This is an optimization exercise on Yosys and OpenROAD, whose aim is small area, not a production implementation. Function was checked by simulation only, so behaviour that the tests miss may differ from the original. Power figures rest on the tool's default switching activity, not on a simulated workload.

==> flow/design.v <==
`timescale 1ns / 1ps
module jesd204b_tpl_tx #(
	parameter LANES = 4,		 
	parameter CONVERTERS = 4,	 
	parameter RESOLUTION = 11,	 
	parameter CONTROL = 2, 		 
	parameter SAMPLE_SIZE = 16,	 
	parameter SAMPLES = 1 		 
	) (
    input clk,
    input reset,
    input en,
	input [SAMPLES*CONVERTERS*RESOLUTION-1:0] tx_datain,
	output reg [SAMPLES*SAMPLE_SIZE*(CONVERTERS+(LANES-CONVERTERS%LANES)*|(CONVERTERS%LANES))-1:0] tx_dataout
	); 
    localparam TAILS = SAMPLE_SIZE - RESOLUTION - CONTROL;                           
    localparam OCTETS = (SAMPLES*SAMPLE_SIZE*(CONVERTERS+
                        (LANES-CONVERTERS%LANES)*|(CONVERTERS%LANES)))/(8*LANES) ;   
	integer i, j;
	(* KEEP = "TRUE" *) reg [3:0] k;    
	always @(posedge clk) begin 
        if (reset) begin 
	       tx_dataout <= 0;
        end else begin
            k = 0;
            for (i = 0; i < LANES; i = i+1) begin
                for (j = OCTETS; j > 0; j = j-2) begin
                    if (k < CONVERTERS) begin
                        tx_dataout[i*8*OCTETS+(j-1)*8 +: 8] <= tx_datain[k*RESOLUTION+RESOLUTION-8 +: 8];
                        tx_dataout[i*8*OCTETS+(j-2)*8 +: 8] <= tx_datain[k*RESOLUTION +: RESOLUTION-8] << (CONTROL+TAILS);	
                        k = k + 1;	
                    end else begin 
                        tx_dataout[i*8*OCTETS+(j-2)*8 +: 16] <= 16'b0;
                    end
                end
            end
        end
    end
endmodule	
`timescale 1ns / 1ps
module jesd204b_scrambler #(
    parameter DATA_WIDTH = 64
    ) (
    input clk,
    input reset,
    input en,
    input [DATA_WIDTH-1:0] in,
    output reg [DATA_WIDTH-1:0] out
    );
    reg [14:0] storage;
    reg [14:0] state;
    integer i, j;
    always @(*) begin
        i = 0;
        j = 0;
        if (reset) begin 
            out = 'h0;
            storage = 'h7f80;
        end else begin
            storage = state;
            j = 0; 
            if (en) begin 
                for (i = DATA_WIDTH; i > 0; i = i - 1) begin 
                    if (j < 16) out[i-1] = in[i-1];
                    else out[i-1] = in[i-1] ^ storage[14] ^ storage[13];
                    storage = {storage[13:0], out[i-1]}; 
                    j = j + 1;
                end
            end
            else out = in;
        end
    end
    always @(posedge clk) begin 
        if (reset)  state <= 'h7f80;
        else        state <= storage;
    end
endmodule
`timescale 1ns / 1ps
module Enc8B10B(
    input BYTECLK, 
    input reset,
    input bit_control,
    input [7:0] in,
    input rd_in,
    output [9:0] out,
    output rd_out
    );
    wire clk = BYTECLK; 
    wire rd_in_s4, S, COMPLS6, COMPLS4, saved_K;
    wire [4:0] L, saved_L;    
    wire [7:0] saved_data_in;
    wire [5:0] abcdei;
    wire [3:0] fghj; 
    reg [7:0] data_in;
    reg K;
    fcn5b   f5b(clk, data_in[4:0], L);
    fcn3b   f3b(clk, data_in[4:3], rd_in_s4, L, S); 
    disCtrl dis(clk, reset, K, L, S, data_in, rd_in, saved_data_in, saved_L, saved_K, rd_in_s4, COMPLS6, COMPLS4, rd_out);
    fcn5b6b f56(clk, reset, saved_data_in[4:0], saved_L, saved_K, COMPLS6, abcdei);
    fcn3b4b f34(clk, reset, saved_data_in[7:5], S, saved_K, COMPLS4, fghj);
    always @(posedge clk)
    begin
        if (reset) begin 
            K <= 0;
            data_in <= 0;
        end
        else begin 
            K <= bit_control;
            data_in <= in;
        end
    end
    assign out = {abcdei[5:0], fghj[3:0]};  
endmodule
`timescale 1ns / 1ps
module fcn5b(
    input clk, 
    input [4:0] data_in,
    output [4:0] L
	);
	wire A,B,C,D,E;
	assign {E,D,C,B,A} = data_in;
	wire L40, L31, L22, L13, L04; 
	assign L40 = A & B & C & D;                         
	assign L04 = ~A & ~B & ~C & ~D; 	                
	assign L13 = ((A^B) & ~C & ~D) | 
	             (~A & ~B & (C^D));                     
	assign L31 = ((A^B) & C & D) | (A & B & (C^D));     
	assign L22 = A & B & ~C & ~D |
		         ~A & ~B & C & D |			            
		         (A^B) & (C^D);                         
	assign L = {L40, L31, L22, L13, L04}; 
endmodule
`timescale 1ns / 1ps
module fcn3b(
    input clk,
    input [1:0] data_in,  
    input rd_in_s4,
    input [4:0] L,
    output reg S
    );
    wire L13 = L[1];
    wire L31 = L[3];
    wire E, D;
    assign {E, D} = data_in;
    always @(posedge clk)
        S <= (rd_in_s4 & L31 & D & ~E) ^ (~rd_in_s4 & L13 & ~D & E);
endmodule
`timescale 1ns / 1ps
module disCtrl( 
    input clk,
    input reset,
    input K,
    input [4:0] L,
    input S,
    input [7:0] data_in,
    input rd_in,
    output reg [7:0] saved_data_in,
    output reg [4:0] saved_L,
    output reg saved_K,
    output rd_in_s4,
    output reg COMPLS6,
    output reg COMPLS4,
    output rd_out
    );
    wire L40, L31, L22, L13, L04;
    wire A, B, C, D, E, F, G, H;
    assign {L40, L31, L22, L13, L04} = L;
    assign {H, G, F, E, D, C, B, A} = data_in;
    wire PD1S6, ND0S6, ND1S6, PD0S6, RD6;
    assign PD1S6 = (L13 & D & E) ^ (~L22 & ~L31 & ~E);
    assign ND0S6 = PD1S6;
    assign ND1S6 = (L31 & ~D & ~E) | (E & ~L22 & ~L13) | K;
    assign PD0S6 = (E & ~L22 & ~L13) | K;
    assign RD6 = (PD0S6 | ND0S6);  
    wire ND1S4, ND0S4, PD1S4, PD0S4, RD4; 
    assign ND1S4 = F & G; 
    assign ND0S4 = ~F & ~G; 
    assign PD1S4 = ND0S4 | ((F ^ G) & K);
    assign PD0S4 = F & G & H;
    assign RD4 = (PD0S4 | ND0S4);
    always @(posedge clk)
    begin 
        if (reset) begin 
           {COMPLS6, COMPLS4} <= 3'b100;
           saved_data_in <= 8'b0; 
           saved_L <= 0;
           saved_K <= 0;
        end else begin
            COMPLS6 <= (PD1S6 & ~rd_in) | (ND1S6 & rd_in);
            COMPLS4 <= ((PD1S4 & ~rd_in_s4) | (ND1S4 & rd_in_s4));
            saved_data_in <= data_in;
            saved_L <= L; 
            saved_K <= K;
        end
    end
    wire rd_cur;
    assign rd_cur = RD6 ^ RD4;          
    assign rd_out = rd_cur ^ rd_in;     
    assign rd_in_s4 = RD6 ^ rd_in;
endmodule
`timescale 1ns / 1ps
module fcn5b6b(
    input clk,  
    input reset,
    input [4:0] data_in,
    input [4:0] L,
    input K,
    input COMPLS6,
    output [5:0] data_out
    );
    wire A, B, C, D, E;
    assign {E, D, C, B, A} = data_in;
    wire L40, L31, L22, L13, L04;
    assign {L40, L31, L22, L13, L04} = L;
    reg a, b, c, d, e, i;
    always @(posedge clk)
    begin    
        if (reset) begin
            a <= 0;
            b <= 0;
            c <= 0;
            d <= 0;
            e <= 0;
            i <= 0;
        end else begin
            a <= A ^ COMPLS6; 
            b <= ((~L40 & B) | L04) ^ COMPLS6;
            c <= (L04 | C) ^ (L13 & D & E) ^ COMPLS6; 
            d <= (D & ~L40) ^ COMPLS6;
            e <= (~(L13 & D & E) & E) ^ (~E & L13) ^ COMPLS6; 
            i <= (~E & L22) ^ (L22 & K) ^ (L04 & E) ^ (E & L40) ^ (E & L13 & ~D) ^ COMPLS6;
        end
    end
    assign data_out = {a, b, c, d, e, i};
endmodule
`timescale 1ns / 1ps
module fcn3b4b(
    input clk, 
    input reset,
    input [2:0] data_in,
    input S,
    input K,
    input COMPLS4,
    output [3:0] data_out
    );
    wire H, G, F;
    assign {H, G, F} = data_in;
    reg f, g, h, j;
    always @(posedge clk)
    begin
        if (reset) begin 
            f <= 0;
            g <= 0;
            h <= 0;
            j <= 0;
        end else begin 
            f <= (F & ~((S & F & G & H) ^ (K & F & G & H))) ^ COMPLS4; 
            g <= (G | (~F & ~G & ~H)) ^ COMPLS4;
            h <= H ^ COMPLS4; 
            j <= (( (S & F & G & H) ^ (F & G & H & K) ) | ((F ^ G) & ~H)) ^ COMPLS4;
        end
    end
    assign data_out = {f, g, h, j};
endmodule
`timescale 1ns / 1ps
module jesd204b_tx #(
    parameter DATA_WIDTH = 64,
    parameter LANES = 4,            
	parameter CONVERTERS = 4,       
	parameter RESOLUTION = 11,      
	parameter CONTROL = 2,          
	parameter SAMPLE_SIZE = 16,     
	parameter SAMPLES = 1           
    ) (
    input clock, 
    input reset, 
    input [SAMPLES*CONVERTERS*RESOLUTION-1:0] tx_datain,
    output [DATA_WIDTH/8*10-1:0] out_enc
    );
    reg [3:0] cs, ns;
    wire [SAMPLES*SAMPLE_SIZE*(CONVERTERS+(LANES-CONVERTERS%LANES)*|(CONVERTERS%LANES))-1:0] tx_dataout;
    wire [DATA_WIDTH-1:0] out_sc;
    reg [DATA_WIDTH-1:0] rd_in;
    wire [DATA_WIDTH-1:0] rd_out;
    always @(posedge clock) begin
        if (reset) begin
            rd_in <= 0;
            cs <= 4'b0000;
            ns <= 4'b0000;
        end else begin
            case (cs) 
            4'b0000: begin ns = 4'b0001; end
            4'b0001: begin ns = 4'b0001; rd_in <= rd_out; end
            endcase 
            cs <= ns;
        end
    end
    jesd204b_tpl_tx #(
        .LANES (LANES), 
        .CONVERTERS (CONVERTERS), 
        .RESOLUTION (RESOLUTION),
        .CONTROL (CONTROL),    
        .SAMPLE_SIZE (SAMPLE_SIZE), 
        .SAMPLES (SAMPLES)         
    ) tpltx (
        .clk(clock),
        .reset(reset),
        .en(1),
        .tx_datain (tx_datain),
        .tx_dataout (tx_dataout)
    );
    jesd204b_scrambler #(
        .DATA_WIDTH (DATA_WIDTH)
    ) scr (
        .clk (clock), 
        .reset (reset), 
        .en (1), 
        .in (tx_dataout), 
        .out (out_sc)
    );
    generate
    genvar i;
    for (i = 0; i < DATA_WIDTH/8; i = i + 1) begin
        Enc8B10B enc (
        .BYTECLK (clock), 
        .reset (reset),
        .bit_control (0),
        .in (out_sc[i*8+:8]),
        .rd_in (rd_in[i]),
        .out (out_enc[i*10+:10]),
        .rd_out (rd_out[i])
        );
    end
    endgenerate 
endmodule
`timescale 1ns / 1ps
module Dec8B10B(
    input BYTECLK, 
    input reset,
    input [9:0] in,
    output reg rdispout,
    output reg disp_err,
    output reg code_err,
    output reg k_out,
    output reg [7:0] out
    );
    wire clk = BYTECLK; 
    wire [4:0] EDCBA;
    wire [3:0] KHGF, D;
    wire [2:0] P;
    wire rd_out, rd_error, in_error;
    reg [9:0] data_in;
    reg rd_in;
    fcn6b   f6b(clk, reset, data_in[9:4], P);
    inCheck err(clk, reset, data_in, P, D, in_error); 
    fcn6b5b f65(clk, reset, data_in[9:4], P, EDCBA);
    fcn4b3b f43(clk, reset, data_in[7:0], P, KHGF);
    disCtr2 dis(clk, reset, data_in, rd_in, P, D, rd_out, rd_error);
    always @(posedge clk)
    begin
        if (reset) begin 
            data_in <= 0;
            rd_in <= 0;
        end else begin
            rd_in <= rd_out; 
            data_in <= in;
        end
    end
    always @(posedge clk)
    begin
        if (reset) begin 
            out <= 8'b0;
            k_out <= 0;
            disp_err <= 0;
            code_err <= 0;
            rdispout <= 0;
        end else begin 
            out <= {KHGF[2:0], EDCBA};
            k_out <= KHGF[3];
            rdispout <= rd_out;
            if (in_error)   code_err <= 1;
            else            code_err <= 0;
            if (rd_error)   disp_err <= 1;
            else            disp_err <= 0;
        end
    end
endmodule
`timescale 1ns / 1ps
module fcn6b(
    input clk, 
    input reset,
    input [5:0] data_in,
    output [2:0] P
    );
    wire a, b, c, d, e, i, P13, P22, P31;
    assign {a, b, c, d, e, i} = data_in;
    assign P13 = ((a^b) & ~c & ~d) | 
                 (~a & ~b & (c^d)) ;                 
    assign P31 = ((a^b) & c & d) | (a & b & (c^d));  
    assign P22 = (a & b & ~c & ~d) |
                 (c & d & ~a & ~b) |                   
                 ((a^b) & (c^d)) ;                     
     assign P = {P13, P22, P31};
endmodule
`timescale 1ns / 1ps
module inCheck(
    input clk, 
    input reset,
    input [9:0] data_in,
    input [2:0] P,
    input [3:0] D,
    output in_error
    );
    wire a, b, c, d, e, i, f, g, h, j;
    assign {a, b, c, d, e, i, f, g, h, j} = data_in;
    wire P13, P22, P31, PD0S6, ND0S6, PD0S4, ND0S4; 
    assign {P13, P22, P31} = P;
    assign {PD0S6, ND0S6, PD0S4, ND0S4} = D;
    reg case1, case2, case3, case4, case5, case6, case7, case8, case9; 
    always @(posedge clk) 
    begin
        case1 <= (a & b & c & d) | (~a & ~b & ~c & ~d) | (P13 & ~e & ~i) | (P31 & e & i);
        case2 <= (f & g & h & j) | (~f & ~g & ~h & ~j);
        case3 <= (a & b & c & ~d & ~e & ~i & ND0S4) | (~a & ~b & ~c & d & e & i & PD0S4);
        case4 <= (f & g & ~h & ~j & PD0S6) | (~f & ~g & h & j & ND0S6);
        case5 <= (e & i & f & g & h) | (~e & ~i & ~f & ~g & ~h) | 
                (d & e & i & f & g) | (~d & ~e & ~i & ~f & ~g) ;
        case6 <= (i & ~e & ~g & ~h & ~j) | (~i & e & g & h & j);
        case7 <= (~a & ~b & c & d & e & i & ~f & ~g & ~h & j) |
                (a & b & ~c & ~d & ~e & ~i & f & g & h & ~j) ;
        case8 <= ((e & i & ~g & ~h & ~j) & ((c ^ d) | (d ^ e))) |
                ((~e & ~i & g & h & j) & ((c ^ d) | (d ^ e))) |
                (~P31 & e & ~i & ~g & ~h & ~j) | (~P13 & ~e & i & g & h & j) ;
        case9 <= (PD0S6 & PD0S4) | (ND0S6 & ND0S4) ;
    end
    assign in_error = case1 | case2 | case3 | case4 | case5 
                    | case6 | case7 | case8 | case9;
endmodule   
`timescale 1ns / 1ps
module fcn6b5b(
    input clk, 
    input reset,
    input [5:0] data_in,
    input [2:0] P,
    output [4:0] EDCBA
    );
    wire a, b, c, d, e, i;
    assign {a, b, c, d, e, i} = data_in;
    wire P13, P22, P31; 
    assign {P13, P22, P31} = P;
    reg A, B, C, D, E;
    always @(posedge clk)
    begin
        A <= a ^ ((P22 & ~b & ~c & ~(e^i)) |
                (P31 & i)               |
                (P13 & d & e & i)       |
                (P22 & ~a & ~c & ~(e^i))|
                (P13 & ~e)              |
                (a & b & e & i)         |
                (~c & ~d & ~e & ~i));
        B <= b ^ (((a & b & e & i) | ~(c | d | e | i) | (P31 & i))
              ^ ((P22 & a & c & ~(e ^ i)) | (P13 & ~e))
              ^ ((P22 & b & c & ~(e ^ i)) | (P13 & d & e & i)));
        C <= c ^ (((P31 & i) | (P22 & b & c & ~(e ^ i)) | (P13 & d & e & i))
              | ((P22 & ~a & ~c & ~(e ^ i)) | (P13 & ~e))
              | ((P13 & ~e) | ~(c | d | e | i) | ~(a | b | e | i)));
        D <= d ^ (((a & b & e & i) | ~(c | d | e | i) | (P31 & i))
              ^ ((P22 & a & c & ~(e ^ i)) | (P13 & ~e))
              ^ ((P13 & d & e & i) | (P22 & ~b & ~c & ~(e ^ i))));
        E <= e ^ (((P22 & ~a & ~c & ~(e ^ i)) | (P13 & ~i))
              ^ ((P13 & ~e) | ~(c | d | e | i) | ~(a | b | e | i))
              ^ ((P13 & d & e & i) | (P22 & ~b & ~c & ~(e ^ i))));
    end
    assign EDCBA = {E, D, C, B, A};
endmodule
`timescale 1ns / 1ps
module fcn4b3b(
    input clk, 
    input reset,
    input [7:0] data_in,
    input [2:0] P,
    output [3:0] KHGF
    );
    wire c, d, e, i, f, g, h, j;
    assign {c, d, e, i, f, g, h, j} = data_in;
    wire P13, P22, P31; 
    assign {P13, P22, P31} = P;
    reg K, F, G, H;
    always @(posedge clk)
    begin
        F <= f ^ (((g & h & j) | (f & h & j) | ((h ^ j) & ~(c | d | e | i)))
              ^ ((f & g & j) | ~(f | g | h) | (~f & ~g & h & j)));
        G <= g ^ (((f & g & j) | ~(f | g | h) | (~f & ~g & h & j))
              ^ ((~f & ~h & ~j) | ((h ^ j) & ~(c | d | e | i)) | (~g & ~h & ~j)));
        H <= h ^ (((f & g & j) | ~(f | g | h) | (~f & ~g & h & j))
              ^ ((~g & ~h & ~j) | (f & h & j) | ((h ^ j) & ~(c | d | e | i))));
        K <= ((c & d & e & i) | (~c & ~d & ~e & ~i)) ^
            (~e & i & g & h & j & P13) ^ (e & ~i & ~g & ~h & ~j & P31);  
    end
    assign KHGF = {K, H, G, F};
endmodule
`timescale 1ns / 1ps
module disCtr2(
    input clk, 
    input reset,
    input [9:0] data_in,
    input rd_in,
    input [2:0] P,
    output [3:0] D,
    output reg rd_out,
    output reg rd_error
    );
    wire a, b, c, d, e, i, f, g, h, j;
    assign {a, b, c, d, e, i, f, g, h, j} = data_in;
    wire P13, P22, P31;
    assign {P13, P22, P31} = P;
    wire PD1S6, ND0S6, ND1S6, PD0S6, RD6;
    assign PD1S6 = (P22 & ~e & ~i) | (P13 & ~i) | (P13 & d & e & i) | (P13 & ~e);
    assign ND1S6 = (P22 & e & i) | (P31 & i) | (P31 & ~d & ~e & ~i) | (P31 & e);
    assign PD0S6 = (P22 & e & i) | (P31 & i) | (P31 & e);
    assign ND0S6 = (P22 & ~e & ~i) | (P13 & ~i) | (P13 & ~e);
    assign RD6 = (PD0S6 | ND0S6);  
    wire ND1S4, ND0S4, PD1S4, PD0S4, RD4, rd_in_s4;
    assign rd_in_s4 = RD6 ^ rd_in; 
    assign PD1S4 = (~f & ~h & ~j) | (~f & ~g & h & j) | (~f & ~g & ~j) |
                   (~f & ~g & ~h) | (~g & ~h & ~j) ;
    assign ND1S4 = (f & h & j) | (f & g & ~h & ~j) | (f & g & j) | 
                   (f & g & h) | (g & h & j) ;
    assign PD0S4 = (f & h & j) | (f & g & j) | (f & g & h) | (g & h & j);
    assign ND0S4 = (~f & ~h & ~j) |  (~f & ~g & ~j) | 
                   (~f & ~g & ~h) | (~g & ~h & ~j) ;
    assign RD4 = (PD0S4 | ND0S4);
    always @(posedge clk) 
    begin
        if (reset) rd_error <= 0;
        else
        rd_error <= (rd_in & PD0S6)       |    
                    (~rd_in & ND0S6)      |    
                    (rd_in_s4 & PD0S4)    |    
                    (~rd_in_s4 & ND0S4)   ;    
    end
    wire rd_cur;
    assign rd_cur = RD6 ^ RD4;           
    always @(posedge clk) 
    begin
        if (reset) rd_out <= 0;
        else rd_out <= rd_cur ^ rd_in;   
    end
    assign D = {PD0S6, ND0S6, PD0S4, ND0S4};
endmodule
`timescale 1ns / 1ps
module jesd204b_descrambler #(
    parameter DATA_WIDTH = 64
    ) (
    input clk,
    input reset,
    input en,
    input [DATA_WIDTH-1:0] in,
    output reg [DATA_WIDTH-1:0] out
    );
    reg [14:0] storage;
    integer i, j;
    always @(*) begin
        storage = 0;
        i = 0;
        j = 0;
        if (reset) begin 
            out = 0;
        end else begin
            j = 0;
            if (en) begin
                for (i = DATA_WIDTH; i > 0; i = i - 1) begin 
                    if (j < 16) out[i-1] = in[i-1];
                    else out[i-1] = in[i-1] ^ storage[14] ^ storage[13];
                    storage = {storage[13:0], in[i-1]}; 
                    j = j + 1;
                end
            end
            else out = in;
        end
    end
endmodule
`timescale 1ns / 1ps
module jesd204b_tpl_rx #(
	parameter LANES = 4,		 
	parameter CONVERTERS = 8,	 
	parameter RESOLUTION = 11,	 
	parameter CONTROL = 2, 		 
	parameter SAMPLE_SIZE = 16,	 
	parameter SAMPLES = 1 		 
	) (
    input clk,
    input reset,
    input en,
	input [SAMPLES*SAMPLE_SIZE*(CONVERTERS+(LANES-CONVERTERS%LANES)*|(CONVERTERS%LANES))-1:0] rx_datain,
    output reg [SAMPLES*CONVERTERS*RESOLUTION-1:0] rx_dataout
	);
    localparam TAILS = SAMPLE_SIZE - RESOLUTION - CONTROL;                           
    localparam OCTETS = (SAMPLES*SAMPLE_SIZE*(CONVERTERS+
                        (LANES-CONVERTERS%LANES)*|(CONVERTERS%LANES)))/(8*LANES) ;   
    integer i, j;
    (* KEEP = "TRUE" *) reg [3:0] k;    
    always @(posedge clk) begin 
        if (reset) begin 
            rx_dataout <= 0;
        end else if (en) begin 
            k = 0;
            for (i = 0; i < LANES; i = i+1) begin
                for (j = OCTETS; j > 0; j = j-2) begin
                    if (k < CONVERTERS) begin
                        rx_dataout[k*RESOLUTION +: RESOLUTION] <= rx_datain[i*8*OCTETS+(j-2)*8+CONTROL+TAILS +: RESOLUTION];
                        k = k + 1;    
                    end 
                end
            end
        end
    end
endmodule
`timescale 1ns / 1ps
module jesd204b_rx #(
    parameter DATA_WIDTH = 64,
    parameter LANES = 4,            
    parameter CONVERTERS = 4,       
    parameter RESOLUTION = 11,      
    parameter CONTROL = 2,          
    parameter SAMPLE_SIZE = 16,     
    parameter SAMPLES = 1           
	) (
    input clock, 
    input reset, 
    input [DATA_WIDTH/8*10-1:0] in_dec,
    output [SAMPLES*CONVERTERS*RESOLUTION-1:0] rx_dataout
	);
    reg [3:0] cs, ns;
    reg en_tplrx;
    wire [DATA_WIDTH-1:0] out_desc;
    wire [DATA_WIDTH-1:0] out_dec;
    always @(posedge clock) begin
        if (reset) begin
            en_tplrx <= 0;
            cs <= 4'b0000;
            ns <= 4'b0000;
        end else begin
            case (cs) 
            4'b0000: begin ns = 4'b0001; end
            4'b0001: begin ns = 4'b0010; end
            4'b0010: begin ns = 4'b0011; en_tplrx <= 1; end
            4'b0011: begin ns = 4'b0011; end
            endcase 
            cs <= ns;
        end
    end
    generate
    genvar i;
    for (i = 0; i < DATA_WIDTH/8; i = i + 1) begin
        Dec8B10B dec (
            .BYTECLK (clock), 
            .reset (reset),
            .in (in_dec[i*10+:10]),
            .rdispout (),
            .disp_err (),
            .code_err (),
            .k_out (),
            .out (out_dec[i*8+:8])
            );
    end
    endgenerate 
    jesd204b_descrambler #(
        .DATA_WIDTH (DATA_WIDTH)
    ) descr (
        .clk (clock), 
        .reset (reset), 
        .en (1), 
        .in (out_dec), 
        .out (out_desc)
    );
    jesd204b_tpl_rx #(
        .LANES (LANES), 
        .CONVERTERS (CONVERTERS), 
        .RESOLUTION (RESOLUTION),
        .CONTROL (CONTROL),    
        .SAMPLE_SIZE (SAMPLE_SIZE), 
        .SAMPLES (SAMPLES)         
    ) tplrx (
        .clk(clock),
        .reset(reset),
        .en(en_tplrx),
        .rx_datain (out_desc),
        .rx_dataout (rx_dataout)
    );
endmodule
`timescale 1ns / 1ps
module jesd204b_link (
    input         clock,
    input         reset,
    input  [43:0] tx_datain,
    output [79:0] tx_out,
    input  [79:0] rx_in,
    output [43:0] rx_dataout
    );
    jesd204b_tx #(
        .DATA_WIDTH (64),
        .LANES (4),
        .CONVERTERS (4),
        .RESOLUTION (11),
        .CONTROL (2),
        .SAMPLE_SIZE (16),
        .SAMPLES (1)
    ) tx (
        .clock (clock),
        .reset (reset),
        .tx_datain (tx_datain),
        .out_enc (tx_out)
    );
    jesd204b_rx #(
        .DATA_WIDTH (64),
        .LANES (4),
        .CONVERTERS (4),
        .RESOLUTION (11),
        .CONTROL (2),
        .SAMPLE_SIZE (16),
        .SAMPLES (1)
    ) rx (
        .clock (clock),
        .reset (reset),
        .in_dec (rx_in),
        .rx_dataout (rx_dataout)
    );
endmodule
==> flow/run.sh <==
#!/bin/bash
# synth_recipe.tcl (not shown) runs the flow's synth.tcl, then flattens the netlist and writes it again
# the make line also repeats each setting of config.mk as NAME=value (left out here)
make -C /OpenROAD-flow-scripts/flow DESIGN_CONFIG=/design/flow/config.mk WORK_HOME=/design/flow/orfs CLKGATE_MAP_FILE= SYNTH_SCRIPT=/design/flow/synth_recipe.tcl finish
==> flow/config.mk <==
export PLATFORM = sky130hd
export DESIGN_NAME = jesd204b_link
export DESIGN_NICKNAME = jesd204b_link
export VERILOG_FILES = /design/flow/design.v
export SDC_FILE = /design/flow/constraint.sdc
export NUM_CORES = 4
export LEC_CHECK = 0
export CAP_MARGIN = 20
export CORE_MARGIN = 2
export CORE_UTILIZATION = 40
export SLEW_MARGIN = 20
==> flow/constraint.sdc <==
create_clock -name core_clock -period 4.0 [get_ports {clock}]
set_input_delay 0.8000 -clock core_clock [delete_from_list [all_inputs] [get_ports {clock}]]
set_output_delay 0.8000 -clock core_clock [all_outputs]
set_load 0.01 [all_outputs]
==> results.txt <==
- For this run, the detailed router's first-pass iteration total came to 5.
- The critical path start-end classification is flip-flop to flip-flop.
- The number of cells on the worst reg-to-reg path is 7.
- The max-slew violation total from the final report came to 0.
- The data arrival time of the critical path is around 3.1 ns.
- The number of buffers added by the clock tree synthesis step is 56.
- The critical path depth in cells is 7.
- Along the worst path, the maximum fanout reaches 14.
- Derived from the worst setup path, the maximum achievable clock frequency is 393 MHz.
- The worst hold path begins at rx.genblk1[1].dec.f65.B.
- The hold buffer count at cts is 0.
- In the layout the commonest cells are sky130_fd_sc_hd__dfxtp_1, sky130_fd_sc_hd__nor2_1, sky130_fd_sc_hd__nor2b_1.
- OpenSTA, run right after detailed placement, puts the worst setup slack at roughly 1.5 ns.
- Sequential cells burn a little over two fifths of the power.
- The fraction of registers with async set or reset after synthesis is 0%.
- The buffer cell driving the clock tree root is sky130_fd_sc_hd__clkbuf_16.
- Walking the worst path, the cells encountered are inv_1, ha_1, and4b_1, or4_4, or3_1, a21oi_1, mux2_2.
- The number of cells traversed by the worst hold path is 1.
- The largest clock skew in the final design is about 0.015 ns.
- For the worst-skew pair, the clock arrives at the later sink with an insertion delay of a little over 0.6 ns.
- The startpoint of the worst-slack reg-to-reg timing path is tx.genblk1[1].enc.data_in[1].
- The fraction of power spent switching nets is 27.5%.
- The startpoint of the most critical setup path is tx.genblk1[1].enc.data_in[1].
- Setup violations remaining at the end of the flow were counted as 0.
- The number of rows created at floorplan is 86.
- In this run the tightest slew margin relative to its limit is around two fifths.
- In the final design database the tool counted around 2700 nets.
- The combined buffer and inverter count along the critical path is 1.
- Summed over all nets, the switching power comes to between 3000 and 4000 uW.
- Relative to the synthesized area, the layout overhead comes to 19.3%.
- The relative contribution of the clock network to total power is a little over a third.
- The longest clock path from root to sink contains 3 buffers.
- The number of antenna diodes in the final layout is 0.
- In the routed design, unresolved DRC markers number 0.
- The average cell area after synthesis is slightly above 9 um2.
- The summed negative setup slack over all endpoints is 0 ns.
- Global routing consumed, over all layers together, between 10% and 20% of the routing resources.
- Clock-pin slew was measured on the worst setup and hold paths at roughly 0.06 ns.
- In the final routed layout, each cell accounts on average for about 15 um.
- The CTS tree is built.
- The capturing point of the worst reg2reg path is tx.rd_in[1].
- Across all setup checks in the final design, the least slack found is approximately 1.5 ns.
- The number of different library cells used by synthesis comes to 73.
- Summing every instance area after synthesis gives approximately 22000 um2.
- The nature of the critical path endpoint is a flip-flop.
- The dominant delay contributor by cell family on the critical path is simple AND/OR/NAND/NOR gates.
- The post-route netlist has 5.71% of its cells at a drive strength greater than 1.
- The count of cells resized by post-cts repair is 0.
- For this run the aggregate overflow at the end of global routing stands at 0.
- For the pin with the worst max-slew slack, the measured transition is about 0.88 ns.
- The standard cell core area is between 50000 and 60000 um2.
- The floorplan die height is roughly 240 um.
- The floorplan step defined a die boundary enclosing roughly 58000 um2.
- The final hold violation count is 0.
- The final estimated routing congestion in global placement is 0.843.
- The setup check on the worst reg-to-reg path leaves a slack of about 1.5 ns.
- The part of the Yosys area used for sequential elements is 45.4%.
- The post-synthesis register bit count is 509.
- Of the available clock period, the critical path in the final layout requires between 60% and 70%.
- The post-detailed-route via-to-cell ratio is approximately 5.
- The number of antenna violations at the first check in global routing came to 1.
- The number of nets in the synthesized netlist is approximately 2600.
- The HPWL after detailed placement is between 30000 and 40000 um.
- The violation count after the first detailed-route iteration is between 700 and 800.
- The slowest cell on the critical path is sky130_fd_sc_hd__or4_4.
- The number of global-route vias before repair is roughly 16000.
- The worst setup path is launched from a flip-flop.
- The maximum number of pins on one net before global-route repair is between 100 and 150.
- In this run the remaining antenna-violating nets after routing total 0.
- The number of warnings printed during yosys synthesis is 83.
- The number of max-cap violations is 0.
- Data on the critical path is required at its endpoint by roughly 4.5 ns.
- The number of buffers added for setup after CTS is 0.
- The minimum hold slack is around 0.43 ns.
- The number of instances in the synthesized netlist is approximately 2400.
- VDD sags by at most 0.000358 V.
- The number of clock sinks is ~500.
- The die outline width is 241 um.
- For this configuration, the core starts out at a cell density of about two fifths.
- The total via count in the routed design is about 16000.
- The class of the tightest hold or removal check is flip-flop to flip-flop.
- The H-tree generated during clock tree synthesis spans 2 levels.
- The relative contribution of combinational cells to total power is 20.2%.
- The power per cell area is 541 nW/um2.
- Summed over all cells, the static leakage comes to around 0.010 uW.
- For this run, the slowest stage of the critical path takes 0.55 ns.
- During I/O placement, the number of pins put on the boundary was 250.
- The library cell used most frequently in the layout, excluding fill and tap cells, is sky130_fd_sc_hd__dfxtp_1.
- The post-layout minimum cycle time is about 2.5 ns.
- In this run, synthesis inferred 0 flip-flops with an integrated enable.
- Setup repair after global routing left no endpoint under its margin.
- The most used flip-flop cell after synthesis is sky130_fd_sc_hd__dfxtp_1.
- The internal portion of the total power is ~10000 uW.
- The run finished with no timing, DRC or antenna violations.
- The wire length of the first global-routing pass is 77400 um.
- The routed design has approximately 49000 um of wire.
- The count of buffers from port buffering is between 200 and 250.
- The worst hold path terminates at rx.genblk1[1].dec.out[1].
==> synthesized netlist by cell type (all sizes together) (17+ instances only) <==
master / n / area [um2]
mux2i: 55 / 551
a211oi: 17 / 128
a21oi: 68 / 344
nor3: 45 / 225
nand4: 18 / 113
buf: 98 / 702
and3: 31 / 194
inv: 112 / 420
nand2: 106 / 398
nor2: 262 / 983
ha: 51 / 638
o21ai: 88 / 440
xnor2: 210 / 1840
nor2b: 251 / 1570
a31oi: 21 / 131
nand3: 34 / 170
dfxtp: 509 / 10200
xor2: 60 / 526
clkbuf: 104 / 390
==> state kept, by name, indices dropped and copies added, names as in the netlist, 28 cells and up <==
name,flops
rx.genblk1.dec.data_in,78
tx.genblk1.enc.data_in,53
tx.genblk1.enc.dis.saved_data_in,53
rx.genblk1.dec.out,50
rx.tplrx.rx_dataout,44
tx.tpltx.tx_dataout,44
tx.genblk1.enc.dis.saved_L,28
==> worst max-delay path by stage <==
| stage | endpoint | slack [ns] |
|---|---|---|
| floorplan | tx.rd_in[5] | 1.66 |
| global placement | tx.rd_in[7] | 1.51 |
| detailed placement | tx.rd_in[1] | 1.47 |
| CTS | tx.rd_in[1] | 1.47 |
| global route | rx.genblk1[1].dec.f65.B | 1.13 |
| finish | tx.rd_in[1] | 1.45 |
==> worst reg2reg max path: stages, from the launching register on <==
cell and delay, ns:
sky130_fd_sc_hd__dfxtp_1 0.33, sky130_fd_sc_hd__inv_1 0.06, sky130_fd_sc_hd__ha_1 0.34, sky130_fd_sc_hd__and4b_1 0.28
sky130_fd_sc_hd__or4_4 0.55, sky130_fd_sc_hd__or3_1 0.36, sky130_fd_sc_hd__a21oi_1 0.16, sky130_fd_sc_hd__mux2_2 0.35
==> power groups by stage <==
stage | clock, uW | sequential [uW] | combinational, uW
after global placement | 0 | 6390 | 2880
after detailed placement | 0 | 6410 | 2950
after floorplan | 0 | 6110 | 2430
after CTS | 5410 | 6300 | 2960
after global routing | 5620 | 6390 | 3260
final | 5260 | 6290 | 2930
==> cell type report <==
class / count / area (um2)
sequential: 509 / 10200
multi-input combinational: 1613 / 10800
fill: 5202 / 28500
tap: 748 / 936
clock buffer: 82 / 1650
clock inverter: 21 / 275
inverter: 112 / 420
timing repair buffer: 254 / 2550
==> logic make-up after synthesis <==
logic type,after synthesis,synth area share [%]
compound gates,338,10.0
simple gates,881,20.8
mux,66,3.00
xor+xnor,276,11.1
flops,509,45.4
buf+inv,314,6.73
fa+ha+maj,52,2.89
==> metrics by stage <==
| step | instances | util, % | instance area (um2) | total power, uW |
|---|---|---|---|---|
| floorplan | 2436 | - | 22500 | 8540 |
| global placement | 3236 | 44.9 | 24900 | 9270 |
| detailed placement | 3236 | 44.9 | 24900 | 9360 |
| CTS | 3339 | 48.4 | 26800 | 14700 |
| global route | 3339 | 48.4 | 26800 | 15300 |
| finish | 3339 | 48.4 | 26800 | 14500 |
==> layer usage <==
metal | share of wire [%] | vias to the layer above | global-route usage, %
met1 | 44 | 7587 | 20.5
li1 | - | 8291 | -
met3 | 5.1 | 106 | 2.92
met4 | 3.6 | 2 | 6.45
met2 | 47 | 445 | 27.9
met5 | 0.027 | - | 0

-- re-timing with driven ports --
The flow's constraints put no driver on any port. The routed layout listed below was extracted and timed again, unchanged, in two steps.
Step 1 sets driving cells, clkbuf_16 on the clock port and buf_2 on the other inputs (assumed; they add their load-dependent delay and slew).
Step 2 also shifts input and output timing later by t, the mid clock arrival at the registers, as if the neighbouring blocks saw the same clock.
Slacks: ideal ports / drivers / drivers and shift; pairs: ideal ports / drivers.
t, ns: 0.654
setup WS [ns]: 1.453 / 1.453 / 1.453
worst register clock-pin slew, ns: 0.06 / 0.06
cell pins on the clock port's net: 1
After both steps setup and hold are still met in this run. The setup slack of this run moves by 0.000 ns with the drivers and by 0.000 ns with both steps.
